What follows belongs to an exercise in optimizing a design on an open flow for small area; a production flow would make more cautious choices.
Only simulation tests tie the RTL to the original design; equivalence was not proved.
Power and IR drop assume default switching activity.

[design/flow/design.v]
`timescale 1ns / 1ps
module controller(
    input clk,
    input rst,
    input cash_out_btn,
    input add_btn,
    input gamble_btn,
    input status_btn,
    input buffer_5,
    input buffer_10,
    input buffer_20,
    output wire [3:0] n_cnt,
    output wire [7:0] seg,
    output wire [2:0] red,
    output wire [2:0] green,
    output wire [1:0] blue,
    output wire hsync,
    output wire vsync
    );
    reg [2:0]  q8;
    reg [6:0]  c101;
    reg [8:0]  c501;
    reg [12:0] c5001;
    wire c101_end  = c101[6] & ~c101[3] & ~c101[2] & ~c101[1] & ~c101[0];
    wire c501_end  = ~c501[8] & c501[7] & ~c501[6] & ~c501[5] & ~c501[4] & ~c501[3] & c501[2] & c501[1] & c501[0];
    wire c5001_end = ~c5001[12] & c5001[11] & c5001[10] & ~c5001[9] & ~c5001[7] & c5001[4] & ~c5001[3] & ~c5001[2] & ~c5001[1] & ~c5001[0];
    always @(posedge clk) begin
        q8    <= rst ? 3'd0 : q8 + 3'd1;
        c101  <= (rst | c101_end)  ? 7'd0  : {c101[5:0],   ~(c101[6] ^ c101[3])};
        c501  <= (rst | c501_end)  ? 9'd0  : {c501[7:0],   ~(c501[8] ^ c501[3])};
        c5001 <= (rst | c5001_end) ? 13'd0 : {c5001[11:0], ~(c5001[12] ^ c5001[5])};
    end
    wire pix_en      = (q8[1:0] == 2'd0);
    wire change_tick = c101_end  & ~q8[0];
    wire seg_tick    = c501_end  & ~q8[0];
    wire game_tick   = c5001_end & ~q8[0];
    wire status_b;
    wire add_p, gamble_p, cash_p;
    sm_deb_rise deb_add (.clk(clk), .rst(rst), .btn(add_btn),      .rise(add_p));
    sm_deb_rise deb_gam (.clk(clk), .rst(rst), .btn(gamble_btn),   .rise(gamble_p));
    sm_deb_rise deb_cash(.clk(clk), .rst(rst), .btn(cash_out_btn), .rise(cash_p));
    sm_deb      deb_stat(.clk(clk), .rst(rst), .btn(status_btn),   .b(status_b), .set());
    reg [2:0] e;
    wire hold    = e[2] | e[1];
    wire compute = e[2] & e[1];
    wire run     = (e != 3'd0) & (e != 3'd7);
    wire start;
    always @(posedge clk)
        if (rst) e <= 3'd0;
        else if (e == 3'd6) e <= 3'd7;
        else if (game_tick) e <= (e == 3'd7) ? 3'd0 : (e == 3'd0) ? {2'b00, start} : e + 3'd1;
        else if ((e == 3'd0) & start) e <= 3'd1;
    reg [2:0] s;
    reg [2:0] o1, o2, o3;
    wire [2:0] sd1 = s;
    wire [2:0] sd2 = s * 3'd3;
    wire [2:0] sd3 = s * 3'd6;
    always @(posedge clk)
        if (rst) s <= 3'd1;
        else if (run) s <= q8 + 3'd2;
    always @(posedge clk)
        if (rst) begin
            o1 <= 3'd0; o2 <= 3'd0; o3 <= 3'd0;
        end else if (change_tick) begin
            if (cash_p) begin
                o1 <= 3'd0; o2 <= 3'd0; o3 <= 3'd0;
            end else if (run) begin
                o1 <= {o1[1] ^ sd1[0], o1[0], ~(o1[2] ^ o1[0] ^ sd1[2] ^ sd1[1] ^ sd1[0])};
                o2 <= {o2[1] ^ sd2[0], o2[0], ~(o2[2] ^ o2[0] ^ sd2[2] ^ sd2[1] ^ sd2[0])};
                o3 <= {o3[1] ^ sd3[0], o3[0], ~(o3[2] ^ o3[0] ^ sd3[2] ^ sd3[1] ^ sd3[0])};
            end
        end
    wire e12 = (o1 == o2);
    wire e23 = (o2 == o3);
    wire e13 = (o1 == o3);
    wire [1:0] mult = (e12 & e23) ? ((&o1) ? 2'd3 : 2'd2) : ((e12 | e23 | e13) ? 2'd1 : 2'd0);
    reg [10:0] bal;
    reg [9:0]  inv;
    reg [2:0]  k;
    wire [2:0]  sw  = {buffer_20, buffer_10, buffer_5};
    wire [2:0]  z   = hold ? k : sw;
    wire [5:0]  t5  = {1'b0, z, 2'b00} + {3'b000, z};
    wire        dbl = hold & ~run;
    wire        yen = ~hold | ~run | mult[0];
    wire [6:0]  Y   = {7{yen}} & (dbl ? {t5, 1'b0} : {1'b0, t5});
    wire        sub = ~hold & ~add_p;
    wire [10:0] Yx  = sub ? ~{4'd0, Y} : {4'd0, Y};
    wire [11:0] sum = {1'b0, bal} + {1'b0, Yx} + {11'd0, sub};
    wire        ge  = sum[11];
    wire [10:0] inv_add = {1'b0, inv} + {5'd0, t5};
    assign start = ~hold & ~add_p & gamble_p & ge;
    always @(posedge clk)
        if (~hold) k <= sw;
        else if (compute) k <= (run & mult[1]) ? k : 3'd0;
    always @(posedge clk)
        if (rst) begin
            bal <= 11'd0; inv <= 10'd0;
        end else if (hold) begin
            if (compute) bal <= sum[10:0];
        end else begin
            if (cash_p) begin
                bal <= 11'd0;
                inv <= 10'd0;
            end else if (add_p) begin
                bal <= (sum[10:0] > 11'd999) ? 11'd999 : sum[10:0];
                inv <= (inv_add > 11'd999) ? 10'd999 : inv_add[9:0];
            end else if (gamble_p & ge) begin
                bal <= sum[10:0];
            end
        end
    wire [10:0] num = status_b ? (bal - {1'b0, inv}) : bal;
    wire is_min = num[10] & (num[9:0] == 10'd0);
    wire sign   = num[10] & ~is_min;
    wire [9:0] mag = is_min ? 10'd1023 : (num[10] ? (~num[9:0] + 10'd1) : num[9:0]);
    reg [15:0] bcd;
    integer i;
    always @(*) begin
        bcd = 16'd0;
        for (i = 9; i >= 0; i = i - 1) begin
            if (bcd[3:0]  >= 4'd5) bcd[3:0]  = bcd[3:0]  + 4'd3;
            if (bcd[7:4]  >= 4'd5) bcd[7:4]  = bcd[7:4]  + 4'd3;
            if (bcd[11:8] >= 4'd5) bcd[11:8] = bcd[11:8] + 4'd3;
            bcd = {bcd[14:0], mag[i]};
        end
    end
    reg [1:0] cnt;
    reg [3:0] P, H;
    always @(posedge clk) begin
        case (cnt)
            2'd0: P <= {1'b1, sign, ~sign, 1'b0};
            2'd1: P <= bcd[11:8];
            2'd2: P <= bcd[7:4];
            default: P <= bcd[3:0];
        endcase
        if (rst) begin
            cnt <= 2'd0;
            H <= 4'b1110;
        end else if (seg_tick) begin
            cnt <= cnt + 2'd1;
            H <= P;
        end
    end
    wire [6:0] sg;
    wire is_minus = H[3] & H[2] & ~H[1];
    assign sg[6] = ((H[3] & H[2]) | (H[3] & H[1]) | (H[2] & H[1] & H[0]) | (~H[3] & ~H[2] & ~H[1])) & ~is_minus;
    assign sg[5] = (H[3] & H[2]) | (H[1] & H[0]) | (~H[2] & H[1]) | (~H[3] & ~H[2] & H[0]);
    assign sg[4] = H[0] | (H[3] & H[1]) | (H[2] & ~H[1]);
    assign sg[3] = (H[3] & H[2]) | (H[3] & H[1]) | (H[2] & H[1] & H[0]) | (H[2] & ~H[1] & ~H[0]) | (~H[3] & ~H[2] & ~H[1] & H[0]);
    assign sg[2] = (H[3] & H[2]) | (H[3] & H[1]) | (~H[2] & H[1] & ~H[0]);
    assign sg[1] = (H[3] & H[2]) | (H[3] & H[1]) | (H[2] & H[1] & ~H[0]) | (H[2] & ~H[1] & H[0]);
    assign sg[0] = (H[3] & H[2]) | (H[3] & H[1]) | (H[2] & ~H[1] & ~H[0]) | (~H[3] & ~H[2] & ~H[1] & H[0]);
    assign seg = {1'b1, sg};
    wire started = ~(H[3] & H[2] & H[1]);
    assign n_cnt = ~started    ? 4'b1111 :
                   (cnt == 2'd1) ? 4'b0111 :
                   (cnt == 2'd2) ? 4'b1011 :
                   (cnt == 2'd3) ? 4'b1101 : 4'b1110;
    reg [3:0] hs;
    reg [4:0] hh;
    reg [1:0] hB;
    reg [3:0] vs;
    reg [5:0] vh;
    wire vrst     = rst | cash_p;
    wire hs_end   = hs[3] & hs[0];
    wire hh_end   = hh[4] & hh[1] & hh[0];
    wire vs_end   = vs[3] & vs[0];
    wire v_end    = vh[5] & vh[4] & vh[2];
    wire line_end = (hB == 2'd3) & (hh == 5'd1) & (hs == 4'd5);
    always @(posedge clk)
        if (vrst) begin
            hs <= 4'd6; hh <= 5'd1; hB <= 2'd3;
            vs <= 4'd0; vh <= 6'd49;
        end else if (pix_en) begin
            hs <= hs_end ? 4'd0 : hs + 4'd1;
            if (hs_end) begin
                hh <= hh_end ? 5'd0 : hh + 5'd1;
                if (hh_end) hB <= hB + 2'd1;
            end
            if (line_end) begin
                if (v_end) begin
                    vs <= 4'd0; vh <= 6'd0;
                end else begin
                    vs <= vs_end ? 4'd0 : vs + 4'd1;
                    if (vs_end) vh <= vh + 6'd1;
                end
            end
        end
    wire vact    = ~(vh[5] & vh[4]);
    wire midband = ~vh[5] & vh[4];
    wire black_h = (hB == 2'd3) & ~hh[4];
    wire box     = midband & ~hh[4] & ~(hB == 2'd3);
    wire drow    = (vh[3:0] != 4'd0) & (vh[3:0] != 4'd15);
    wire dcol    = (hh[3:0] != 4'd0) & (hh[3:0] != 4'd15);
    wire [2:0] reel = (hB == 2'd0) ? o1 : (hB == 2'd1) ? o2 : o3;
    reg [63:0] arr;
    always @(*)
        case (reel)
            3'd0: arr = 64'b0000000001111110100000011000000110000001100000011000000101111110;
            3'd1: arr = 64'b0000000001111110000110000001100000011000000110110001111000011100;
            3'd2: arr = 64'b0000000011111111000000010000000111111111100000001000000011111111;
            3'd3: arr = 64'b0000000011111111100000001000000011111111100000001000000011111111;
            3'd4: arr = 64'b0000000010000000100000001000000011111111100000011000000110000001;
            3'd5: arr = 64'b0000000011111111100000001000000011111111000000010000000111111111;
            3'd6: arr = 64'b0000000011111111100000011000000111111111000000010000000111111111;
            default: arr = 64'b0000000010000000100000001000000010000000100000001000000011111111;
        endcase
    wire pbit = arr[{vh[3:1], hh[3:1]}];
    wire dp   = box & drow & dcol & pbit;
    wire R    = vact & ~black_h & ~dp;
    wire B    = vact & ~black_h & (~box | dp);
    assign red   = {3{R}};
    assign green = {3{R}};
    assign blue  = {2{B}};
    assign hsync = ~((hB == 2'd3) & (((hh == 5'd1) & (hs >= 4'd6)) |
                                     ((hh >= 5'd2) & (hh <= 5'd10)) |
                                     ((hh == 5'd11) & (hs < 4'd2))));
    assign vsync = ~((vh == 6'd49) & (vs <= 4'd1));
endmodule
module sm_deb(
    input clk,
    input rst,
    input btn,
    output reg b,
    output set
    );
    reg [7:0] cnt;
    wire fb = ~(cnt[7] ^ cnt[5] ^ cnt[4] ^ cnt[3]) ^ (&cnt[6:0]);
    wire top = (cnt == 8'b10000000);
    assign set = btn & top & ~b;
    always @(posedge clk)
        if (rst | ~btn) begin
            cnt <= 8'd0;
            b <= 1'b0;
        end else begin
            cnt <= {cnt[6:0], fb};
            if (top) b <= 1'b1;
        end
endmodule
module sm_deb_rise(
    input clk,
    input rst,
    input btn,
    output reg rise
    );
    wire b, set;
    reg [1:0] p;
    sm_deb deb(.clk(clk), .rst(rst), .btn(btn), .b(b), .set(set));
    always @(posedge clk)
        if (rst) begin
            p <= 2'd0;
            rise <= 1'b0;
        end else begin
            p <= set ? 2'd1 : p + {1'b0, |p};
            rise <= &p;
        end
endmodule
[design/flow/flow/resyn.tcl]
# Re-map the combinational logic of the standard synthesis netlist.
# Registers stay as they are (same instances, names and cell types).
set lib $::env(RESYN_LIB)
set du {}
foreach c $::env(RESYN_DONT_USE) { lappend du -dont_use $c }
# 1. flatten the mapped cells into plain logic, keeping the flip-flops as cells
yosys read_liberty -ignore_miss_func -ignore_miss_data_latch $lib
yosys read_verilog $::env(RESYN_IN)
yosys hierarchy -top controller
yosys tee -o resyn_stat_before.txt stat -liberty $lib
yosys blackbox sky130_fd_sc_hd__df* sky130_fd_sc_hd__edf* sky130_fd_sc_hd__sdf* sky130_fd_sc_hd__dl*
yosys flatten
yosys opt_clean -purge
yosys select controller
yosys write_verilog -selected -noattr resyn_flat.v
yosys design -reset
# 2. map the logic again
yosys read_liberty -lib $lib
yosys read_verilog resyn_flat.v
yosys hierarchy -top controller
yosys techmap
yosys opt -purge
yosys abc -liberty $lib {*}$du -script $::env(RESYN_ABC)
yosys opt_clean -purge
yosys splitnets
yosys opt_clean -purge
yosys hilomap -singleton -hicell sky130_fd_sc_hd__conb_1 HI -locell sky130_fd_sc_hd__conb_1 LO
yosys insbuf -buf sky130_fd_sc_hd__buf_1 A X
yosys check -assert -mapped
yosys tee -o resyn_stat_after.txt stat -liberty $lib
yosys write_verilog -noattr -nohex -nodec $::env(RESYN_OUT)
[design/flow/flow/run.sh]
#!/bin/bash
# Layout flow: the standard synthesis, then the combinational logic between
# the (unchanged) registers is re-mapped with an area-oriented ABC script, then
# the standard layout (floorplan to finish) on that netlist.
set -euo pipefail
W=$PWD
R=$W/orfs/results/$FLOW_PLATFORM/controller/base
YOSYS=$(command -v yosys || echo "$FLOW_HOME/../tools/install/yosys/bin/yosys")

bash standard.sh synth > $W/log_1_standard_synth.log 2>&1
cp $R/1_2_yosys.v $W/std_1_2_yosys.v

# 2. re-map the logic between the registers
export RESYN_LIB=$FLOW_HOME/platforms/$FLOW_PLATFORM/lib/sky130_fd_sc_hd__tt_025C_1v80.lib
export RESYN_IN=$W/std_1_2_yosys.v
export RESYN_OUT=$W/resyn_1_2_yosys.v
export RESYN_ABC=$W/flow/resyn.abc
export RESYN_DONT_USE="$(sed -n '/DONT_USE_CELLS +=/,/^$/p' $FLOW_HOME/platforms/$FLOW_PLATFORM/config.mk | grep -o 'sky130_fd_sc_hd__[a-z0-9_]*' | tr '\n' ' ')"
$YOSYS -c $W/flow/resyn.tcl > $W/log_2_resyn.log 2>&1
cp $RESYN_OUT $R/1_2_yosys.v
rm -f $R/1_synth.odb $R/1_synth.sdc

# 3. standard layout from the new netlist
bash standard.sh "CTS_ARGS=-sink_clustering_enable -repair_clock_nets -dont_use_dummy_load -buf_list sky130_fd_sc_hd__clkbuf_8" "BUFFER_PORTS_ARGS=-buffer_cell sky130_fd_sc_hd__buf_1" finish > $W/log_3_standard_layout.log 2>&1
[design/flow/standard.sh]
#!/bin/bash
# synth_recipe.tcl (not shown) runs the flow's synth.tcl, then flattens the netlist and writes it again
# the make line also repeats each setting of config.mk as NAME=value (left out here)
make -C /OpenROAD-flow-scripts/flow DESIGN_CONFIG=/design/flow/config.mk WORK_HOME=/design/flow/orfs CLKGATE_MAP_FILE= SYNTH_SCRIPT=/design/flow/synth_recipe.tcl "${@:-finish}"
[design/flow/config.mk]
export PLATFORM = sky130hd
export DESIGN_NAME = controller
export DESIGN_NICKNAME = controller
export VERILOG_FILES = /design/flow/design.v
export SDC_FILE = /design/flow/constraint.sdc
export NUM_CORES = 4
export LEC_CHECK = 0
export CAP_MARGIN = 20
export CORE_MARGIN = 2
export CORE_UTILIZATION = 70
export SLEW_MARGIN = 20
[design/flow/constraint.sdc]
create_clock -name core_clock -period 15.0 [get_ports {clk}]
set_input_delay 3.0000 -clock core_clock [delete_from_list [all_inputs] [get_ports {clk}]]
set_output_delay 3.0000 -clock core_clock [all_outputs]
set_load 0.01 [all_outputs]
[design/flow/flow/resyn.abc]
strash; &get -n; &deepsyn -T 60; &put; dch -f; amap; strash; dch -f; amap; topo
==> impl_results.md, run 1 <==
- Layout overhead on the synthesized area: 6.129%
- WP data arrival: 9.36 ns
- Vias per cell: 5.786
- Detailed router's first-iteration violation count: 471
- WS Path Type: reg -> reg
- Pwr/cell area: 84.62 mW/mm²
- Die Ht: 106.7 µm
- Pre-antenna DRT Iters: 7
- Initial antenna violation count: 0
- Post-layout instance area: 0.007843 mm²
- Antenna Violating Nets Remaining: 0
- Most frequent cells in the layout: nor2_1 (242), clkinv_1 (158), dfxtp_1 (144), nand2_1 (111), o21ai_0 (89)
- Core box area: 0.01028 mm²
- DRC: 0
- Post-CTS Setup Inserts: 0
- GRT Util Overall: 30.11%
- Slowest cell on crit path: o21ai_0
- Fin Clk Skew: 0.03388 ns
- Gpl congestion: 0.9516
- Overall Power: 0.6636 mW
- Num rows: 37
- R2r setup slk: 5.95 ns
- Syn_nets: 1092
- Post-DP Area: 0.007609 mm²
- R2r worst-path depth: 50
- Final setup vio count: 0
- Crit end category: register
- Via count: 7215
- Post-Route Setup TNS: 0 ns
- Min Tclk post-route: 9.053 ns
- Pleak: 2.847 nW
- Hold slack: 0.4180 ns
- Max VDD drop: 0.09618 mV
- Setup ws final: 5.947 ns
- Syn_area_per_cell: 6.823 µm²
- First-pass GRT wire length: 28120 µm
- Rel. slew slack: 43.56%
- Vias in the first global route: 6418
- Die area: 0.01139 mm²
- Max cap viols: 0
- Initial Util: 71.90%
- Worst Setup SP: inv[0]
- Fmax: 110.5 MHz
- Most common cell after layout, fill and taps aside: nor2_1
- Clock tree buffer depth: 2
- Cell mode on critical path: nor2_1
- I/O pins: 31
- Final hold violations: 0
- Slew Limit Fails: 0
- Die Wd: 106.7 µm
- Worst setup path endpoint: P[1]
- DRT Wirelength: 16010 µm
- Diodes inserted: 0
- Slew @ Worst Pin: 0.8401 ns
- Reg2reg start: inv[0]
- Status: no timing/DRC/antenna violations
- CTS Hold Bufs: 0
- CTS clk-pin slew, worst paths: 0.07 ns
- Num CTS Buffers: 17
- Critical Path Start Type: register
- Synthesized cell area: 0.007390 mm²
- DP HPWL: 12120 µm
- Critical Path RT: 15.31 ns
- Crit path largest cell delay: 0.65 ns
- Fill cell count: 839
- CTS tree: done
- Routed wire length per instance: 12.84 µm
- RR Endpoint: P[1]
- Port bufs: 29
- Root Buffer: clkbuf_8
- CTS resizes: 0
- Largest net degree at the start of global routing: 33
- Final worst path period share: 60.35%
- Clk Latency, worst-skew pair: 0.46 ns
- Grt total ovfl: 0
- Post-Place Setup Slack: 6.134 ns
- Min-delay worst type: reg -> reg
- RSZ-0062 raised after global routing: no
- Nets: 1122
- Share of post-route cells with drive strength above 1: 1.710%
- Synthesized instance count: 1083
- Clk sinks: 147
- HP Start: deb_gam.deb.cnt[1]
- Synth warn: 3
- CP Max Fanout: 9
- H-tree lvl count: 4
-- metrics by stage --
step,instances,util (%)
after floorplan,1083,-
after global placement,1230,74.03
after detailed placement,1230,74.03
after CTS,1247,76.31
after global routing,1247,76.31
final,1247,76.31
-- critical path: cells and delay by family (launching register included) --
kind / cells / cell delay, ns
AOI/OAI and AO/OA: 23 / 5.24
and+or+nand+nor: 19 / 2.10
buffers and inverters: 8 / 1.17
DFF: 1 / 0.38
-- worst min-delay path by stage --
stage,endpoint,slack (ns),cells past startpoint
floorplan,c101[1],0.40,2
global placement,c501[5],0.40,2
detailed placement,c501[1],0.41,2
CTS,c501[1],0.42,2
global route,c501[5],0.44,2
finish,deb_gam.deb.cnt[2],0.42,2
-- routing by layer --
metal | up-vias | global-route usage [%] | share of wire (%)
li1 | 3765 | - | -
met2 | 219 | 48.27 | 45
met3 | 28 | 6.079 | 5.7
met5 | - | 0 | 0
met1 | 3203 | 41.16 | 48
met4 | 0 | 9.091 | 1.5
-- sequential cells by signal, indices dropped and copies added, names as in the netlist, 5 cells and up --
register / flops
c501: 9
inv: 10
hh: 5
deb_stat.cnt: 8
deb_cash.deb.cnt: 8
c5001: 13
deb_gam.deb.cnt: 8
c101: 7
bal: 11
vh: 6
deb_add.deb.cnt: 8
-- where the power goes --
group	switching (mW)	leakage (nW)	total (mW)	internal, mW
logic	0.0266	1.53	0.0392	0.0126
clock network	0.123	0.122	0.223	0.0995
registers	0.00445	1.20	0.402	0.397
-- cell type report --
cell class              count  area (µm²)  share of cell area [%]
inverters                 158       593.1                   7.562
well taps                 136       170.2                   2.170
flip-flops and latches    147        2973                   37.91
multi-input cells         758        3749                   47.80
repair buffers             31       123.9                   1.579
clock buffers              17       234.0                   2.983
==> inputs of run 2 (changes only) <==
--- a/design/flow/design.v
+++ b/design/flow/design.v
@@ -18,22 +18,25 @@
     output wire vsync
     );
     reg [2:0]  q8;
+    reg [1:0]  c3;
     reg [6:0]  c101;
-    reg [8:0]  c501;
-    reg [12:0] c5001;
+    reg [7:0]  c167;
+    reg [10:0] c1667;
+    wire c3_end    = c3[1];
     wire c101_end  = c101[6] & ~c101[3] & ~c101[2] & ~c101[1] & ~c101[0];
-    wire c501_end  = ~c501[8] & c501[7] & ~c501[6] & ~c501[5] & ~c501[4] & ~c501[3] & c501[2] & c501[1] & c501[0];
-    wire c5001_end = ~c5001[12] & c5001[11] & c5001[10] & ~c5001[9] & ~c5001[7] & c5001[4] & ~c5001[3] & ~c5001[2] & ~c5001[1] & ~c5001[0];
+    wire c167_end  = c167[6] & c167[4] & ~c167[3] & c167[2] & c167[1] & c167[0];
+    wire c1667_end = c1667[9] & ~c1667[8] & c1667[7] & c1667[6] & ~c1667[5] & ~c1667[4] & c1667[3] & c1667[2] & c1667[1] & ~c1667[0];
     always @(posedge clk) begin
         q8    <= rst ? 3'd0 : q8 + 3'd1;
-        c101  <= (rst | c101_end)  ? 7'd0  : {c101[5:0],   ~(c101[6] ^ c101[3])};
-        c501  <= (rst | c501_end)  ? 9'd0  : {c501[7:0],   ~(c501[8] ^ c501[3])};
-        c5001 <= (rst | c5001_end) ? 13'd0 : {c5001[11:0], ~(c5001[12] ^ c5001[5])};
+        c3    <= (rst | c3_end)    ? 2'd0  : {c3[0], ~c3[0]};
+        c101  <= (rst | c101_end)  ? 7'd0  : {c101[5:0],  ~(c101[6] ^ c101[3])};
+        c167  <= (rst | c167_end)  ? 8'd0  : {c167[6:0],  ~(c167[7] ^ c167[4] ^ c167[2] ^ c167[0])};
+        c1667 <= (rst | c1667_end) ? 11'd0 : {c1667[9:0], ~(c1667[10] ^ c1667[1])};
     end
     wire pix_en      = (q8[1:0] == 2'd0);
-    wire change_tick = c101_end  & ~q8[0];
-    wire seg_tick    = c501_end  & ~q8[0];
-    wire game_tick   = c5001_end & ~q8[0];
+    wire change_tick = c101_end & ~q8[0];
+    wire seg_tick    = c167_end & c3_end & ~q8[0];
+    wire game_tick   = c1667_end & c3_end & ~q8[0];
     wire status_b;
     wire add_p, gamble_p, cash_p;
     sm_deb_rise deb_add (.clk(clk), .rst(rst), .btn(add_btn),      .rise(add_p));
@@ -50,14 +53,14 @@
         else if (e == 3'd6) e <= 3'd7;
         else if (game_tick) e <= (e == 3'd7) ? 3'd0 : (e == 3'd0) ? {2'b00, start} : e + 3'd1;
         else if ((e == 3'd0) & start) e <= 3'd1;
-    reg [2:0] s;
+    reg [1:0] sh;
+    wire [2:0] sd1 = {sh, 1'b1};
+    wire [2:0] sd2 = sd1 * 3'd3;
+    wire [2:0] sd3 = sd1 * 3'd6;
     reg [2:0] o1, o2, o3;
-    wire [2:0] sd1 = s;
-    wire [2:0] sd2 = s * 3'd3;
-    wire [2:0] sd3 = s * 3'd6;
-    always @(posedge clk)
-        if (rst) s <= 3'd1;
-        else if (run) s <= q8 + 3'd2;
+    always @(posedge clk)
+        if (rst) sh <= 2'd0;
+        else if (run) sh <= q8[2:1] + 2'd1;
     always @(posedge clk)
         if (rst) begin
             o1 <= 3'd0; o2 <= 3'd0; o3 <= 3'd0;
==> design/flow/flow/run.sh (replaced) <==
#!/bin/bash
# Layout flow: the standard synthesis, then the combinational logic between
# the (unchanged) registers is re-mapped with an area-oriented ABC script (a few
# random seeds, keeping the smallest result), then the standard layout
# (floorplan to finish) on that netlist, with a smaller clock-tree buffer, no
# CTS dummy loads and the smallest buffer on the ports.
set -euo pipefail
W=$PWD
R=$W/orfs/results/$FLOW_PLATFORM/controller/base
YOSYS=$(command -v yosys || echo "$FLOW_HOME/../tools/install/yosys/bin/yosys")

bash standard.sh synth > $W/log_1_standard_synth.log 2>&1
cp $R/1_2_yosys.v $W/std_1_2_yosys.v

# 2. re-map the logic between the registers
export RESYN_LIB=$FLOW_HOME/platforms/$FLOW_PLATFORM/lib/sky130_fd_sc_hd__tt_025C_1v80.lib
export RESYN_IN=$W/std_1_2_yosys.v
export RESYN_DONT_USE="$(sed -n '/DONT_USE_CELLS +=/,/^$/p' $FLOW_HOME/platforms/$FLOW_PLATFORM/config.mk | grep -o 'sky130_fd_sc_hd__[a-z0-9_]*' | tr '\n' ' ')"
for S in 1 2 3 4; do
  mkdir -p $W/resyn_$S
  sed "s/@SEED@/$S/" $W/flow/resyn.abc > $W/resyn_$S/resyn.abc
  ( cd $W/resyn_$S && RESYN_ABC=$W/resyn_$S/resyn.abc RESYN_OUT=$W/resyn_$S/resyn_1_2_yosys.v \
      $YOSYS -c $W/flow/resyn.tcl > $W/log_2_resyn_$S.log 2>&1 ) &
done
wait
BEST=""; BESTA=""
for S in 1 2 3 4; do
  F=$W/resyn_$S/resyn_stat_after.txt
  [[ -f $F && -f $W/resyn_$S/resyn_1_2_yosys.v ]] || continue
  A=$(grep "Chip area" $F | tail -1 | awk '{print $NF}')
  echo "seed $S area $A" >> $W/log_2_resyn_pick.log
  if [[ -z $BEST ]] || awk "BEGIN{exit !($A < $BESTA)}"; then BEST=$S; BESTA=$A; fi
done
echo "picked seed $BEST area $BESTA" >> $W/log_2_resyn_pick.log
cp $W/resyn_$BEST/resyn_1_2_yosys.v $R/1_2_yosys.v
rm -f $R/1_synth.odb $R/1_synth.sdc

# 3. standard layout from the new netlist
bash standard.sh \
  "CTS_ARGS=-sink_clustering_enable -repair_clock_nets -dont_use_dummy_load -buf_list sky130_fd_sc_hd__clkbuf_8" \
  "BUFFER_PORTS_ARGS=-buffer_cell sky130_fd_sc_hd__buf_1" \
  finish > $W/log_3_standard_layout.log 2>&1
==> design/flow/flow/resyn.abc (replaced) <==
strash; &get -n; &deepsyn -S @SEED@ -T 60; &put; dch -f; amap; strash; dch -f; amap; topo
==> run 2 against run 1 <==
Net effect:
- final cell count fell by 4.9%
- routed wire length fell by 3.1%
- core utilization fell by 0.66 points
- combinational power fell by 9.2%
- critical endpoint is now P[2]
==> impl_results.md, run 2 <==
- Status: no timing/DRC/antenna violations (unchanged)
- Slew @ Worst Pin: 0.9081 ns (was 0.8401 ns)
- P_sw: 0.1476 mW (was 0.1540 mW)
- Diodes inserted: 0 (unchanged)
- Vias in the first global route: 6278 (was 6418)
- Cell Count, Final, Fillers Out: 1186 (was 1247)
- Clock power frac: 33.8% (was 33.5%)
- Synthesized cell area: 0.007208 mm² (was 0.007390 mm²)
- Clk Latency, worst-skew pair: 0.44 ns (was 0.46 ns)
- DRT Wirelength: 15510 µm (was 16010 µm)
- Crit path largest cell delay: 0.39 ns (was 0.65 ns)
- Most frequent cells in the layout: nor2_1 (205), clkinv_1 (153), dfxtp_1 (142), nand2_1 (91), o21ai_0 (76) (was nor2_1 (242), clkinv_1 (158), dfxtp_1 (144), nand2_1 (111), o21ai_0 (89))
- CTS clk-pin slew, worst paths: 0.08 ns (was 0.07 ns)
- Pre-antenna DRT Iters: 5 (was 7)
- Most common cell after layout, fill and taps aside: nor2_1 (unchanged)
- Syn_area_per_cell: 7.060 µm² (was 6.823 µm²)
- Antenna Violating Nets Remaining: 0 (unchanged)
- Port bufs: 29 (unchanged)
- Hold EP: c3[0] (was deb_gam.deb.cnt[2])
- Num CTS Buffers: 17 (unchanged)
- Setup ws final: 6.655 ns (was 5.947 ns)
- Largest registers: bal x11, c1667 x11, inv x10 (was c5001 x13, bal x11, inv x10)
- Die Wd: 105.5 µm (was 106.7 µm)
- Reg2reg start: bal[1] (was inv[0])
- Pwr/cell area: 84.86 mW/mm² (was 84.62 mW/mm²)
- Crit end category: register (unchanged)
- Synth warn: 3 (unchanged)
- Root Buffer: clkbuf_8 (unchanged)
- Overall Power: 0.6508 mW (was 0.6636 mW)
- Core box area: 0.01014 mm² (was 0.01028 mm²)
- I/O pins: 31 (unchanged)
- Critical Path RT: 15.31 ns (about the same)
- Min Tclk post-route: 8.345 ns (was 9.053 ns)
- Initial antenna violation count: 0 (unchanged)
- Min-delay worst type: reg -> reg (unchanged)
- Logic gate share of total power: 5.5% (was 5.9%)
- Grt total ovfl: 0 (unchanged)
- Clock tree buffer depth: 2 (unchanged)
- Slowest cell on crit path: a21oi_1 (was o21ai_0)
- Detailed router's first-iteration violation count: 507 (was 471)
- Fmax: 119.8 MHz (was 110.5 MHz)
- Clk sinks: 145 (was 147)
- Gpl congestion: 0.9742 (was 0.9516)
- Via count: 6909 (was 7215)
- R2r worst-path depth: 50 (unchanged)
- WP data arrival: 8.65 ns (was 9.36 ns)
- Placed instance count: 1169 (was 1230)
- Pleak: 2.765 nW (was 2.847 nW)
- CTS resizes: 0 (unchanged)
- Fin Clk Skew: 0.02945 ns (was 0.03388 ns)
- DP HPWL: 11420 µm (was 12120 µm)
- Final hold violations: 0 (unchanged)
- Post-Place Setup Slack: 6.825 ns (was 6.134 ns)
- Die area: 0.01113 mm² (was 0.01139 mm²)
- H-tree lvl count: 4 (unchanged)
- Critical Path Start Type: register (unchanged)
- Post-Route Setup TNS: 0 ns (unchanged)
- CTS Hold Bufs: 0 (unchanged)
- Hold Crit Depth: 1 (was 2)
- RSZ-0062 raised after global routing: no (unchanged)
- Share of post-route cells with drive strength above 1: 1.905% (was 1.710%)
- DRC: 0 (unchanged)
- Final worst path period share: 55.64% (was 60.35%)
- Layout overhead on the synthesized area: 6.405% (was 6.129%)
- Switching Share: 22.68% (was 23.21%)
- Num rows: 37 (unchanged)
- Slew Limit Fails: 0 (unchanged)
- Nets: 1061 (was 1122)
- Cell mode on critical path: nor2_1 (unchanged)
- Rel. slew slack: 38.82% (was 43.56%)
- Routed wire length per instance: 13.08 µm (was 12.84 µm)
- Reg power frac: 60.7% (was 60.6%)
- Max cap viols: 0 (unchanged)
- Fill cell count: 788 (was 839)
- Post-CTS Setup Inserts: 0 (unchanged)
- GRT Util Overall: 28.81% (was 30.11%)
- Synthesized instance count: 1021 (was 1083)
- Syn_nets: 1030 (was 1092)
- CP Max Fanout: 9 (unchanged)
- P_int: 0.5033 mW (was 0.5096 mW)
- R2r setup slk: 6.65 ns (was 5.95 ns)
- CTS tree: done (unchanged)
- Max VDD drop: 0.09810 mV (was 0.09618 mV)
- RR Endpoint: P[2] (was P[1])
- Final Util: 75.65% (was 76.31%)
- Vias per cell: 5.825 (was 5.786)
- Final setup vio count: 0 (unchanged)
- First-pass GRT wire length: 26660 µm (was 28120 µm)
- Die Ht: 105.5 µm (was 106.7 µm)
- Initial Util: 71.10% (was 71.90%)
- Largest net degree at the start of global routing: 34 (was 33)
- HP Start: c3[0] (was deb_gam.deb.cnt[1])
- WS Path Type: reg -> reg (unchanged)
run 2: cell type report:
type	instances	area [µm²]	area share [%]
Tap cell	136	170.2	2.219
Clock buffer	17	234.0	3.051
Inverter	153	574.3	7.488
Sequential cell	145	2933	38.24
Timing Repair Buffer	32	131.4	1.713
Multi-Input combinational cell	703	3627	47.29
run 2: power by group through the flow:
stage | registers (mW) | clock network [mW] | logic (mW)
3_3_place_gp | 0.404 | 0 | 0.0342
3_5_place_dp | 0.404 | 0 | 0.0348
2_1_floorplan | 0.403 | 0 | 0.0255
5_1_grt | 0.396 | 0.237 | 0.0404
4_1_cts | 0.395 | 0.224 | 0.0351
6_report | 0.395 | 0.220 | 0.0356
run 2: worst max-delay path by stage:
stage | from | end | slack [ns]
floorplan | bal[1] | P[2] | 7.11
global placement | bal[1] | P[2] | 7.17
detailed placement | bal[1] | P[2] | 6.82
CTS | bal[1] | P[2] | 6.84
global route | bal[1] | P[2] | 5.46
finish | bal[1] | P[2] | 6.65
run 2: through the flow:
| step | hold slack (ns) | area [µm²] |
|---|---|---|
| final | 0.4108 | 7670 |
| after CTS | 0.4126 | 7670 |
| after floorplan | 0.3831 | 7208 |
| after global placement | 0.3986 | 7436 |
| after global routing | 0.4416 | 7670 |
| after detailed placement | 0.3970 | 7436 |
run 2: layer usage:
metal	routed length, µm	global-route usage, %	part of all wire, %
met5	0	0	0
met4	290	10.10	1.9
met3	765	5.937	4.9
met2	7255	48.48	47
met1	7201	36.72	46
run 2: worst max-delay path: cells and delay by family, from the launching register on:
kind	cells	cell delay, ns
simple gates	20	2.56
flops	1	0.38
compound gates	21	3.99
buf+inv	8	1.15
xor+xnor	1	0.17
==> inputs of run 3 (changes only) <==
--- a/design/flow/flow/run.sh
+++ b/design/flow/flow/run.sh
@@ -16,22 +16,25 @@
 export RESYN_LIB=$FLOW_HOME/platforms/$FLOW_PLATFORM/lib/sky130_fd_sc_hd__tt_025C_1v80.lib
 export RESYN_IN=$W/std_1_2_yosys.v
 export RESYN_DONT_USE="$(sed -n '/DONT_USE_CELLS +=/,/^$/p' $FLOW_HOME/platforms/$FLOW_PLATFORM/config.mk | grep -o 'sky130_fd_sc_hd__[a-z0-9_]*' | tr '\n' ' ')"
-for S in 1 2 3 4; do
-  mkdir -p $W/resyn_$S
-  sed "s/@SEED@/$S/" $W/flow/resyn.abc > $W/resyn_$S/resyn.abc
-  ( cd $W/resyn_$S && RESYN_ABC=$W/resyn_$S/resyn.abc RESYN_OUT=$W/resyn_$S/resyn_1_2_yosys.v \
-      $YOSYS -c $W/flow/resyn.tcl > $W/log_2_resyn_$S.log 2>&1 ) &
+# six runs: two ABC recipes, three random seeds each; keep the smallest
+RUNS="a1 a2 a3 b1 b2 b3"
+for RS in $RUNS; do
+  K=${RS:0:1}; S=${RS:1}
+  mkdir -p $W/resyn_$RS
+  sed "s/@SEED@/$S/" $W/flow/resyn_$K.abc > $W/resyn_$RS/resyn.abc
+  ( cd $W/resyn_$RS && RESYN_ABC=$W/resyn_$RS/resyn.abc RESYN_OUT=$W/resyn_$RS/resyn_1_2_yosys.v \
+      timeout 1200 $YOSYS -c $W/flow/resyn.tcl > $W/log_2_resyn_$RS.log 2>&1 ) &
 done
-wait
+wait || true
 BEST=""; BESTA=""
-for S in 1 2 3 4; do
-  F=$W/resyn_$S/resyn_stat_after.txt
-  [[ -f $F && -f $W/resyn_$S/resyn_1_2_yosys.v ]] || continue
+for RS in $RUNS; do
+  F=$W/resyn_$RS/resyn_stat_after.txt
+  [[ -f $F && -f $W/resyn_$RS/resyn_1_2_yosys.v ]] || continue
   A=$(grep "Chip area" $F | tail -1 | awk '{print $NF}')
-  echo "seed $S area $A" >> $W/log_2_resyn_pick.log
-  if [[ -z $BEST ]] || awk "BEGIN{exit !($A < $BESTA)}"; then BEST=$S; BESTA=$A; fi
+  echo "run $RS area $A" >> $W/log_2_resyn_pick.log
+  if [[ -z $BEST ]] || awk "BEGIN{exit !($A < $BESTA)}"; then BEST=$RS; BESTA=$A; fi
 done
-echo "picked seed $BEST area $BESTA" >> $W/log_2_resyn_pick.log
+echo "picked run $BEST area $BESTA" >> $W/log_2_resyn_pick.log
 cp $W/resyn_$BEST/resyn_1_2_yosys.v $R/1_2_yosys.v
 rm -f $R/1_synth.odb $R/1_synth.sdc
 
==> design/flow/flow/resyn_a.abc (new file) <==
strash; &get -n; &deepsyn -S @SEED@ -T 60; &put; strash; dch -f; amap -F 4 -A 16; strash; dch -f; amap -F 4 -A 16; strash; dch -f; amap -F 4 -A 16; topo
==> design/flow/flow/resyn_b.abc (new file) <==
strash; &get -n; &deepsyn -S @SEED@ -T 60; &put; strash; dch -f; amap -F 2 -A 8; strash; dch -f; amap -F 2 -A 8; strash; dch -f; amap -F 2 -A 8; strash; dch -f; amap -F 2 -A 8; topo
removed: design/flow/flow/resyn.abc
==> run 3 against run 2 <==
Net effect:
- final cell count fell by 1.0%
- clock power barely moved
- clock skew barely moved
- fmax fell by 4.1%
- synthesized area fell by 0.90%
- critical path type unchanged
- largest cell class unchanged
- highest routed layer unchanged
==> impl_results.md, run 3 <==
- Hold slack: 0.4194 ns (was 0.4108 ns)
- P_int: 0.5046 mW (was 0.5033 mW)
- Num rows: 36 (was 37)
- WP data arrival: 9.03 ns (was 8.65 ns)
- Post-CTS Setup Inserts: 0 (unchanged)
- Most common cell after layout, fill and taps aside: nor2_1 (unchanged)
- Die Wd: 105.0 µm (was 105.5 µm)
- Max cap viols: 0 (unchanged)
- Vias in the first global route: 6532 (was 6278)
- Routed wire length per instance: 13.44 µm (was 13.08 µm)
- RSZ-0062 raised after global routing: no (unchanged)
- DP HPWL: 11620 µm (was 11420 µm)
- Worst Setup SP: bal[0] (was bal[1])
- Diodes inserted: 0 (unchanged)
- CTS resizes: 0 (unchanged)
- Crit path largest cell delay: 0.83 ns (was 0.39 ns)
- Nets: 1052 (was 1061)
- Final setup vio count: 0 (unchanged)
- Die Ht: 105.0 µm (was 105.5 µm)
- CP Max Fanout: 9 (unchanged)
- Post-Route Setup TNS: 0 ns (unchanged)
- DRC: 0 (unchanged)
- Syn_area_per_cell: 7.044 µm² (was 7.060 µm²)
- CTS Hold Bufs: 0 (unchanged)
- Syn_nets: 1023 (was 1030)
- Vias per cell: 5.911 (was 5.825)
- Die area: 0.01103 mm² (was 0.01113 mm²)
- CTS tree: done (unchanged)
- Reg2reg start: bal[0] (was bal[1])
- Clock power frac: 33.7% (was 33.8%)
- H-tree lvl count: 4 (unchanged)
- WS Path Type: reg -> reg (unchanged)
- Logic gate share of total power: 5.8% (was 5.5%)
- Antenna Violating Nets Remaining: 0 (unchanged)
- Final hold violations: 0 (unchanged)
- CTS clk-pin slew, worst paths: 0.07 ns (was 0.08 ns)
- Grt total ovfl: 0 (unchanged)
- Cell Count, Final, Fillers Out: 1174 (was 1186)
- Slowest cell on crit path: a211oi_1 (was a21oi_1)
- Slew @ Worst Pin: 0.9931 ns (was 0.9081 ns)
- Pwr/cell area: 86.54 mW/mm² (was 84.86 mW/mm²)
- RR Endpoint: P[2] (unchanged)
- Clk Latency, worst-skew pair: 0.45 ns (was 0.44 ns)
- Post-layout instance area: 0.007585 mm² (was 0.007670 mm²)
- Placed instance count: 1157 (was 1169)
- GRT Util Overall: 30.30% (was 28.81%)
- Critical Path Start Type: register (unchanged)
- Rel. slew slack: 33.39% (was 38.82%)
- Fin Clk Skew: 0.02917 ns (was 0.02945 ns)
- Clk sinks: 145 (unchanged)
- Hold Crit Depth: 2 (was 1)
- Pre-antenna DRT Iters: 5 (unchanged)
- I/O pins: 31 (unchanged)
- Post-Place Setup Slack: 6.587 ns (was 6.825 ns)
- Crit end category: register (unchanged)
- Largest net degree at the start of global routing: 33 (was 34)
- Largest registers: bal x11, c1667 x11, inv x10 (unchanged)
- Min Tclk post-route: 8.706 ns (was 8.345 ns)
- Overall Power: 0.6564 mW (was 0.6508 mW)
- R2r worst-path depth: 47 (was 50)
- Synthesized cell area: 0.007143 mm² (was 0.007208 mm²)
- Cell mode on critical path: nor2_1 (unchanged)
- R2r setup slk: 6.29 ns (was 6.65 ns)
- DRT Wirelength: 15780 µm (was 15510 µm)
- Layout overhead on the synthesized area: 6.183% (was 6.405%)
- P_sw: 0.1517 mW (was 0.1476 mW)
- Pleak: 2.669 nW (was 2.765 nW)
- Switching Share: 23.12% (was 22.68%)
- Port bufs: 29 (unchanged)
- Final worst path period share: 58.04% (was 55.64%)
- Share of post-route cells with drive strength above 1: 1.729% (was 1.905%)
- Fill cell count: 785 (was 788)
- Max VDD drop: 0.07806 mV (was 0.09810 mV)
- Detailed router's first-iteration violation count: 549 (was 507)
- Core box area: 0.009819 mm² (was 0.01014 mm²)
- Synth warn: 3 (unchanged)
- Root Buffer: clkbuf_8 (unchanged)
- Most frequent cells in the layout: nor2_1 (205), clkinv_1 (152), dfxtp_1 (142), o21ai_0 (91), nand2_1 (75) (was nor2_1 (205), clkinv_1 (153), dfxtp_1 (142), nand2_1 (91), o21ai_0 (76))
- Worst setup path endpoint: P[2] (unchanged)
- Critical Path RT: 15.32 ns (was 15.31 ns)
- Via count: 6939 (was 6909)
- Gpl congestion: 0.9982 (was 0.9742)
- Synthesized instance count: 1014 (was 1021)
- Clock tree buffer depth: 2 (unchanged)
- Post-DP Area: 0.007351 mm² (was 0.007436 mm²)
- Status: no timing/DRC/antenna violations (unchanged)
- Initial Util: 72.74% (was 71.10%)
- Reg power frac: 60.5% (was 60.7%)
- Slew Limit Fails: 0 (unchanged)
- Num CTS Buffers: 17 (unchanged)
- First-pass GRT wire length: 27770 µm (was 26660 µm)
- Fmax: 114.9 MHz (was 119.8 MHz)
- Min-delay worst type: reg -> reg (unchanged)
- Initial antenna violation count: 0 (unchanged)
- Setup ws final: 6.294 ns (was 6.655 ns)
- Final Util: 77.24% (was 75.65%)
run 3: cell type report:
cell class / count / area [µm²] / area share, %
well taps: 133 / 166.4 / 2.194
clock buffers: 17 / 234.0 / 3.085
flip-flops and latches: 145 / 2933 / 38.67
multi-input cells: 697 / 3565 / 47.00
repair buffers: 30 / 116.4 / 1.534
inverters: 152 / 570.5 / 7.522
run 3: worst max-delay path, delay by kind of cell (launching register included):
family / cells / cell delay [ns]
AOI/OAI and AO/OA: 24 / 4.93
and+or+nand+nor: 19 / 2.65
buffers and inverters: 4 / 0.56
DFF: 1 / 0.41
run 3: power groups by stage:
stage	registers, mW	clock network (mW)	logic (mW)
finish	0.397	0.221	0.0382
global route	0.398	0.241	0.0434
CTS	0.397	0.222	0.0376
detailed placement	0.406	0	0.0373
global placement	0.405	0	0.0363
floorplan	0.404	0	0.0278
run 3: metal layers:
metal / vias to the layer above / share of wire, % / GRT usage, %
met5: - / 0 / 0
met4: 0 / 2.9 / 13.81
met3: 46 / 4.6 / 6.488
met2: 192 / 47 / 50.93
met1: 3111 / 45 / 37.15
li1: 3590 / - / -
run 3: worst min-delay path by stage:
stage	startpoint	endpoint	slack, ns
after floorplan	c3[0]	c3[0]	0.38
after global placement	c3[0]	c3[0]	0.39
after detailed placement	c3[0]	c3[0]	0.40
after CTS	c1667[4]	c1667[5]	0.42
after global routing	c1667[4]	c1667[5]	0.44
final	c1667[4]	c1667[5]	0.42
==> inputs of run 4 (changes only) <==
--- a/design/flow/design.v
+++ b/design/flow/design.v
@@ -192,7 +192,7 @@
     wire midband = ~vh[5] & vh[4];
     wire black_h = (hB == 2'd3) & ~hh[4];
     wire box     = midband & ~hh[4] & ~(hB == 2'd3);
-    wire drow    = (vh[3:0] != 4'd0) & (vh[3:0] != 4'd15);
+    wire drow    = (vh[3:0] != 4'd0);    
     wire dcol    = (hh[3:0] != 4'd0) & (hh[3:0] != 4'd15);
     wire [2:0] reel = (hB == 2'd0) ? o1 : (hB == 2'd1) ? o2 : o3;
     reg [63:0] arr;
--- a/design/flow/flow/run.sh
+++ b/design/flow/flow/run.sh
@@ -16,16 +16,19 @@
 export RESYN_LIB=$FLOW_HOME/platforms/$FLOW_PLATFORM/lib/sky130_fd_sc_hd__tt_025C_1v80.lib
 export RESYN_IN=$W/std_1_2_yosys.v
 export RESYN_DONT_USE="$(sed -n '/DONT_USE_CELLS +=/,/^$/p' $FLOW_HOME/platforms/$FLOW_PLATFORM/config.mk | grep -o 'sky130_fd_sc_hd__[a-z0-9_]*' | tr '\n' ' ')"
-# six runs: two ABC recipes, three random seeds each; keep the smallest
-RUNS="a1 a2 a3 b1 b2 b3"
-for RS in $RUNS; do
-  K=${RS:0:1}; S=${RS:1}
-  mkdir -p $W/resyn_$RS
-  sed "s/@SEED@/$S/" $W/flow/resyn_$K.abc > $W/resyn_$RS/resyn.abc
-  ( cd $W/resyn_$RS && RESYN_ABC=$W/resyn_$RS/resyn.abc RESYN_OUT=$W/resyn_$RS/resyn_1_2_yosys.v \
-      timeout 1200 $YOSYS -c $W/flow/resyn.tcl > $W/log_2_resyn_$RS.log 2>&1 ) &
+# twelve runs in two waves of six: three ABC recipes, several random seeds;
+# keep the smallest result
+RUNS="a1 a2 a3 b1 b2 b3 a4 a5 b4 c1 c2 c3"
+for WAVE in "a1 a2 a3 b1 b2 b3" "a4 a5 b4 c1 c2 c3"; do
+  for RS in $WAVE; do
+    K=${RS:0:1}; S=${RS:1}
+    mkdir -p $W/resyn_$RS
+    sed "s/@SEED@/$S/" $W/flow/resyn_$K.abc > $W/resyn_$RS/resyn.abc
+    ( cd $W/resyn_$RS && RESYN_ABC=$W/resyn_$RS/resyn.abc RESYN_OUT=$W/resyn_$RS/resyn_1_2_yosys.v \
+        timeout 1200 $YOSYS -c $W/flow/resyn.tcl > $W/log_2_resyn_$RS.log 2>&1 ) &
+  done
+  wait || true
 done
-wait || true
 BEST=""; BESTA=""
 for RS in $RUNS; do
   F=$W/resyn_$RS/resyn_stat_after.txt
==> design/flow/flow/resyn_c.abc (new file) <==
strash; &get -n; &deepsyn -S @SEED@ -T 60; &put; dch -f; amap; strash; dch -f; amap; strash; dch -f; amap -F 2 -A 8; topo
--- a/design/flow/config.mk
+++ b/design/flow/config.mk
@@ -5,7 +5,7 @@
 export SDC_FILE = /design/flow/constraint.sdc
 export NUM_CORES = 4
 export LEC_CHECK = 0
-export CAP_MARGIN = 20
+export CAP_MARGIN = 0
 export CORE_MARGIN = 2
 export CORE_UTILIZATION = 70
-export SLEW_MARGIN = 20
+export SLEW_MARGIN = 0
==> run 4 against run 3 <==
Net effect:
- first-iteration DRC count is 8.0% lower
- setup slack better by 0.36 ns
- synthesized cell count is 0.79% lower
- synthesized area is 0.63% higher
- register-to-register slack better by 0.36 ns
- critical path type unchanged
- highest routed layer unchanged
==> impl_results.md, run 4 <==
- Status: no timing/DRC/antenna violations (unchanged)
- Slew Limit Fails: 0 (unchanged)
- Routed wire length per instance: 13.91 µm (was 13.44 µm)
- Vias per cell: 6.061 (was 5.911)
- Min-delay worst type: reg -> reg (unchanged)
- Pwr/cell area: 86.30 mW/mm² (was 86.54 mW/mm²)
- Cell mode on critical path: o21ai_0 (was nor2_1)
- Grt total ovfl: 0 (unchanged)
- DP HPWL: 11930 µm (was 11620 µm)
- CTS tree: done (unchanged)
- DRC: 0 (unchanged)
- Pre-antenna DRT Iters: 5 (unchanged)
- Clock tree buffer depth: 2 (unchanged)
- Port bufs: 29 (unchanged)
- Clk Latency, worst-skew pair: 0.44 ns (was 0.45 ns)
- Pleak: 2.707 nW (was 2.669 nW)
- Layout overhead on the synthesized area: 6.249% (was 6.183%)
- Crit path largest cell delay: 0.66 ns (was 0.83 ns)
- DRT Wirelength: 16240 µm (was 15780 µm)
- Rel. slew slack: 41.35% (was 33.39%)
- HP Start: c101[3] (was c1667[4])
- Nets: 1045 (was 1052)
- Switching Share: 23.19% (was 23.12%)
- Hold Crit Depth: 2 (unchanged)
- R2r setup slk: 6.65 ns (was 6.29 ns)
- GRT Util Overall: 29.67% (was 30.30%)
- Slowest cell on crit path: o21ai_0 (was a211oi_1)
- Fill cell count: 765 (was 785)
- Num rows: 36 (unchanged)
- Post-Place Setup Slack: 6.931 ns (was 6.587 ns)
- Synthesized cell area: 0.007188 mm² (was 0.007143 mm²)
- Syn_area_per_cell: 7.145 µm² (was 7.044 µm²)
- RSZ-0062 raised after global routing: no (unchanged)
- Setup ws final: 6.653 ns (was 6.294 ns)
- Detailed router's first-iteration violation count: 505 (was 549)
- Critical Path RT: 15.33 ns (was 15.32 ns)
- Crit end category: register (unchanged)
- Min Tclk post-route: 8.347 ns (was 8.706 ns)
- CTS clk-pin slew, worst paths: 0.07 ns (about the same)
- Fin Clk Skew: 0.02023 ns (was 0.02917 ns)
- Core box area: 0.009864 mm² (was 0.009819 mm²)
- Final worst path period share: 55.64% (was 58.04%)
- H-tree lvl count: 4 (unchanged)
- P_sw: 0.1528 mW (was 0.1517 mW)
- Die area: 0.01110 mm² (was 0.01103 mm²)
- Diodes inserted: 0 (unchanged)
- Final setup vio count: 0 (unchanged)
- CP Max Fanout: 8 (was 9)
- Gpl congestion: 0.9819 (was 0.9982)
- Synthesized instance count: 1006 (was 1014)
- Max cap viols: 0 (unchanged)
- First-pass GRT wire length: 27180 µm (was 27770 µm)
- Antenna Violating Nets Remaining: 0 (unchanged)
- WS Path Type: reg -> reg (unchanged)
- Root Buffer: clkbuf_8 (unchanged)
- Critical Path Start Type: register (unchanged)
- Syn_nets: 1015 (was 1023)
- Clk sinks: 145 (unchanged)
- Largest registers: bal x11, c1667 x11, inv x10 (unchanged)
- Largest net degree at the start of global routing: 31 (was 33)
- RR Endpoint: P[2] (unchanged)
- Reg2reg start: inv[0] (was bal[0])
- Die Wd: 105.3 µm (was 105.0 µm)
- Logic gate share of total power: 6.2% (was 5.8%)
- Num CTS Buffers: 17 (unchanged)
- Slew @ Worst Pin: 0.8706 ns (was 0.9931 ns)
- Reg power frac: 60.3% (was 60.5%)
- CTS Hold Bufs: 0 (unchanged)
- P_int: 0.5063 mW (was 0.5046 mW)
- Fmax: 119.8 MHz (was 114.9 MHz)
- Vias in the first global route: 6270 (was 6532)
- Share of post-route cells with drive strength above 1: 1.838% (was 1.729%)
- Initial antenna violation count: 0 (unchanged)
- Post-CTS Setup Inserts: 0 (unchanged)
- Most frequent cells in the layout: nor2_1 (186), clkinv_1 (147), dfxtp_1 (142), o21ai_0 (94), nand2_1 (79) (was nor2_1 (205), clkinv_1 (152), dfxtp_1 (142), o21ai_0 (91), nand2_1 (75))
- Synth warn: 3 (unchanged)
- Most common cell after layout, fill and taps aside: nor2_1 (unchanged)
- I/O pins: 31 (unchanged)
- Final hold violations: 0 (unchanged)
- WP data arrival: 8.67 ns (was 9.03 ns)
- CTS resizes: 0 (unchanged)
- Post-Route Setup TNS: 0 ns (unchanged)
- Initial Util: 72.87% (was 72.74%)
- Die Ht: 105.3 µm (was 105.0 µm)
- Max VDD drop: 0.08673 mV (was 0.07806 mV)
- Hold EP: c101[4] (was c1667[5])
- Via count: 7073 (was 6939)
- R2r worst-path depth: 45 (was 47)
- Clock power frac: 33.5% (was 33.7%)
[run 4: how the worst max path moves through the flow]
stage | from | end | slack [ns] | cells after the start
CTS | inv[0] | P[2] | 6.93 | 45
floorplan | buffer_10 | bal[1] | 7.94 | 24
global placement | buffer_10 | bal[5] | 6.99 | 25
finish | inv[0] | P[2] | 6.65 | 45
detailed placement | inv[0] | P[2] | 6.93 | 45
global route | inv[0] | P[2] | 5.59 | 45
[run 4: critical path, delay by kind of cell, from the launching register on]
| family | cells | cell delay [ns] |
|---|---|---|
| buffers and inverters | 7 | 1.31 |
| AOI/OAI and AO/OA | 25 | 4.75 |
| DFF | 1 | 0.38 |
| and+or+nand+nor | 13 | 1.81 |
[run 4: routing by layer]
metal  vias up  track usage [%]  part of all wire, %
met5         -                0                    0
met4         0            10.95                  1.7
met3        27            4.824                  4.8
met2       215            51.66                   48
met1      3217            36.89                   45
li1       3614                -                    -
[run 4: power groups by stage]
stage,logic (mW),clock network [mW],registers (mW)
CTS,0.0404,0.224,0.397
floorplan,0.0301,0,0.405
global route,0.0460,0.238,0.398
finish,0.0409,0.221,0.398
detailed placement,0.0400,0,0.406
global placement,0.0390,0,0.406
[run 4: area by class of cell]
type                       count  area [µm²]  share of cell area, %
sequential                   145        2933                  38.40
tap                          133       166.4                  2.179
clock buffer                  17       234.0                  3.064
multi-input combinational    694        3628                  47.51
inverter                     147       551.8                  7.225
timing repair buffer          31       123.9                  1.622
[run 4: metrics by stage]
step           utilization [%]  total power [mW]  std cells  area [µm²]  hold WS, ns
2_1_floorplan                -            0.4349       1006        7188       0.3831
3_3_place_gp             75.05            0.4448       1150        7403       0.3988
3_5_place_dp             75.05            0.4460       1150        7403       0.4085
4_1_cts                  77.42            0.6622       1167        7637       0.4218
5_1_grt                  77.42            0.6826       1167        7637       0.4432
6_report                 77.42            0.6591       1167        7637       0.4207
==> inputs of run 5 (changes only) <==
--- a/design/flow/config.mk
+++ b/design/flow/config.mk
@@ -5,7 +5,7 @@
 export SDC_FILE = /design/flow/constraint.sdc
 export NUM_CORES = 4
 export LEC_CHECK = 0
-export CAP_MARGIN = 0
+export CAP_MARGIN = 20
 export CORE_MARGIN = 2
 export CORE_UTILIZATION = 70
-export SLEW_MARGIN = 0
+export SLEW_MARGIN = 20
==> run 5 against run 4 <==
Net effect:
- critical path type unchanged
- non-clock buffer count increased by 1
- clock-buffer cell count stayed put
- sequential cell count stayed put
- fmax shrank 5.9%
==> impl_results.md, run 5 <==
- Status: no timing/DRC/antenna violations (unchanged)
- DRC: 0 (unchanged)
- Final worst path period share: 59.14% (was 55.64%)
- Nets: 1047 (was 1045)
- R2r worst-path depth: 43 (was 45)
- Post-layout instance area: 0.007597 mm² (was 0.007637 mm²)
- Num CTS Buffers: 17 (unchanged)
- Antenna Violating Nets Remaining: 0 (unchanged)
- Hold Crit Depth: 1 (was 2)
- Pwr/cell area: 85.66 mW/mm² (was 86.30 mW/mm²)
- Detailed router's first-iteration violation count: 571 (was 505)
- I/O pins: 31 (unchanged)
- Clk sinks: 145 (unchanged)
- Num rows: 36 (unchanged)
- Vias per cell: 5.902 (was 6.061)
- Sequential cell area: 0.002933 mm² (unchanged)
- Clk Latency, worst-skew pair: 0.44 ns (about the same)
- Largest registers: bal x11, c1667 x11, inv x10 (unchanged)
- Final setup vio count: 0 (unchanged)
- First-pass GRT wire length: 26270 µm (was 27180 µm)
- DP HPWL: 11480 µm (was 11930 µm)
- Die area: 0.01103 mm² (was 0.01110 mm²)
- Gpl congestion: 0.9220 (was 0.9819)
- WP data arrival: 9.19 ns (was 8.67 ns)
- Post-CTS Setup Inserts: 0 (unchanged)
- Post-DP Area: 0.007363 mm² (was 0.007403 mm²)
- Pleak: 2.675 nW (was 2.707 nW)
- Final hold violations: 0 (unchanged)
- Pre-antenna DRT Iters: 5 (unchanged)
- Critical Path Start Type: register (unchanged)
- Port bufs: 29 (unchanged)
- Most common cell after layout, fill and taps aside: nor2_1 (unchanged)
- Synth warn: 3 (unchanged)
- Critical Path RT: 15.32 ns (was 15.33 ns)
- H-tree lvl count: 4 (unchanged)
- Initial antenna violation count: 0 (unchanged)
- Slew Limit Fails: 0 (unchanged)
- Die Wd: 105 µm (was 105.3 µm)
- CTS Hold Bufs: 0 (unchanged)
- WS Path Type: reg -> reg (unchanged)
- Initial Util: 72.72% (was 72.87%)
- GRT Util Overall: 28.69% (was 29.67%)
- CP Max Fanout: 9 (was 8)
- Rel. slew slack: 36.40% (was 41.35%)
- Fmax: 112.7 MHz (was 119.8 MHz)
- Crit path largest cell delay: 0.77 ns (was 0.66 ns)
- Syn_area_per_cell: 7.091 µm² (was 7.145 µm²)
- Syn_nets: 1016 (was 1015)
- Area of the multi-input gates: 0.003615 mm² (was 0.003628 mm²)
- Min Tclk post-route: 8.872 ns (was 8.347 ns)
- Root Buffer: clkbuf_8 (unchanged)
- Largest net degree at the start of global routing: 35 (was 31)
- Fin Clk Skew: 0.02893 ns (was 0.02023 ns)
- Die Ht: 105 µm (was 105.3 µm)
- Core box area: 0.009819 mm² (was 0.009864 mm²)
- Synthesized cell area: 0.007141 mm² (was 0.007188 mm²)
- Routed wire length per instance: 13.18 µm (was 13.91 µm)
- Crit end category: register (unchanged)
- Diodes inserted: 0 (unchanged)
- Slew @ Worst Pin: 0.9440 ns (was 0.8706 ns)
- Fill cell count: 800 (was 765)
- Via count: 6899 (was 7073)
- Max VDD drop: 0.08594 mV (was 0.08673 mV)
- Most frequent cells in the layout: nor2_1 (187), dfxtp_1 (142), clkinv_1 (138), o21ai_0 (98), nand2_1 (89) (was nor2_1 (186), clkinv_1 (147), dfxtp_1 (142), o21ai_0 (94), nand2_1 (79))
- Layout overhead on the synthesized area: 6.396% (was 6.249%)
- RSZ-0062 raised after global routing: no (unchanged)
- Min-delay worst type: reg -> reg (unchanged)
- Clock tree buffer depth: 2 (unchanged)
- Share of post-route cells with drive strength above 1: 1.931% (was 1.838%)
- Synthesized instance count: 1007 (was 1006)
- CTS tree: done (unchanged)
- CTS resizes: 0 (unchanged)
- Max cap viols: 0 (unchanged)
- Slowest cell on crit path: a2111oi_0 (was o21ai_0)
- Vias in the first global route: 6115 (was 6270)
- CTS clk-pin slew, worst paths: 0.07 ns (about the same)
- Post-Route Setup TNS: 0 ns (unchanged)
- Grt total ovfl: 0 (unchanged)
- DRT Wirelength: 15410 µm (was 16240 µm)
## run 5: routing by layer
| layer | global-route usage [%] | vias up | wire, µm |
|---|---|---|---|
| met5 | 0 | - | 0 |
| li1 | - | 3582 | - |
| met3 | 6.176 | 32 | 778 |
| met4 | 9.048 | 0 | 236 |
| met2 | 48.01 | 201 | 7298 |
| met1 | 37.04 | 3084 | 7092 |
## run 5: layout make-up
class | instances | area share [%]
clock buffers | 17 | 3.080
well taps | 133 | 2.190
multi-input cells | 704 | 47.58
inverters | 138 | 6.818
repair buffers | 32 | 1.729
flip-flops and latches | 145 | 38.60
## run 5: worst paths after layout
check / slack (ns) / endpoint / startpoint
hold reg to reg: 0.41 / c3[0] / c3[0]
hold / removal: 0.41 / c3[0] / c3[0]
setup / recovery: 6.13 / P[2] / inv[1]
setup reg to reg: 6.13 / P[2] / inv[1]
## run 5: critical path, delay by kind of cell (launching register included)
family / cells / cell delay, ns
buffers and inverters: 4 / 0.71
DFF: 1 / 0.31
and+or+nand+nor: 16 / 2.20
AOI/OAI and AO/OA: 23 / 5.55
## run 5: report_power, final
group	internal, mW	switching [mW]	total (mW)
clock	0.0997	0.122	0.222
sequential	0.392	0.00402	0.396
combinational	0.0109	0.0219	0.0328
total	0.503	0.148	0.651
## run 5: metrics by stage
step,hold WS (ns),total power [mW],util [%],worst slack [ns],std cells
6_report,0.4125,0.6508,77.37,6.128,1169
5_1_grt,0.4279,0.6734,77.37,4.884,1169
4_1_cts,0.4147,0.6530,77.37,6.260,1169
3_5_place_dp,0.4034,0.4374,74.99,6.311,1152
3_3_place_gp,0.3981,0.4366,74.99,6.639,1152
2_1_floorplan,0.3831,0.4273,-,7.431,1007

## separate check: timing with driven ports
No port has a modelled driver above. Below, the same layouts with a new extraction and two added sets of constraints. Step 1, drivers: a clkbuf_16 drives clk and a buf_2 each remaining input, both assumed. Step 2, shift: input delay + t, output delay - t, t = (earliest + latest rising clock arrival at the registers) / 2. This alone moves slack from input paths to output paths. Slacks: no drivers / after step 1 / after step 2; pairs: no drivers / after step 1.
| run | t, ns | setup WS [ns] | pins driven straight from the clock port |
|---|---|---|---|
| run 1 | 0.476 | 5.947 / 5.947 / 5.947 | 1 |
| run 2 | 0.467 | 6.655 / 6.655 / 6.655 | 1 |
| run 3 | 0.470 | 6.294 / 6.294 / 6.294 | 1 |
| run 4 | 0.466 | 6.653 / 6.653 / 6.653 | 1 |
| run 5 | 0.464 | 6.128 / 6.128 / 6.128 | 1 |
After both steps setup and hold are still met in every run listed.
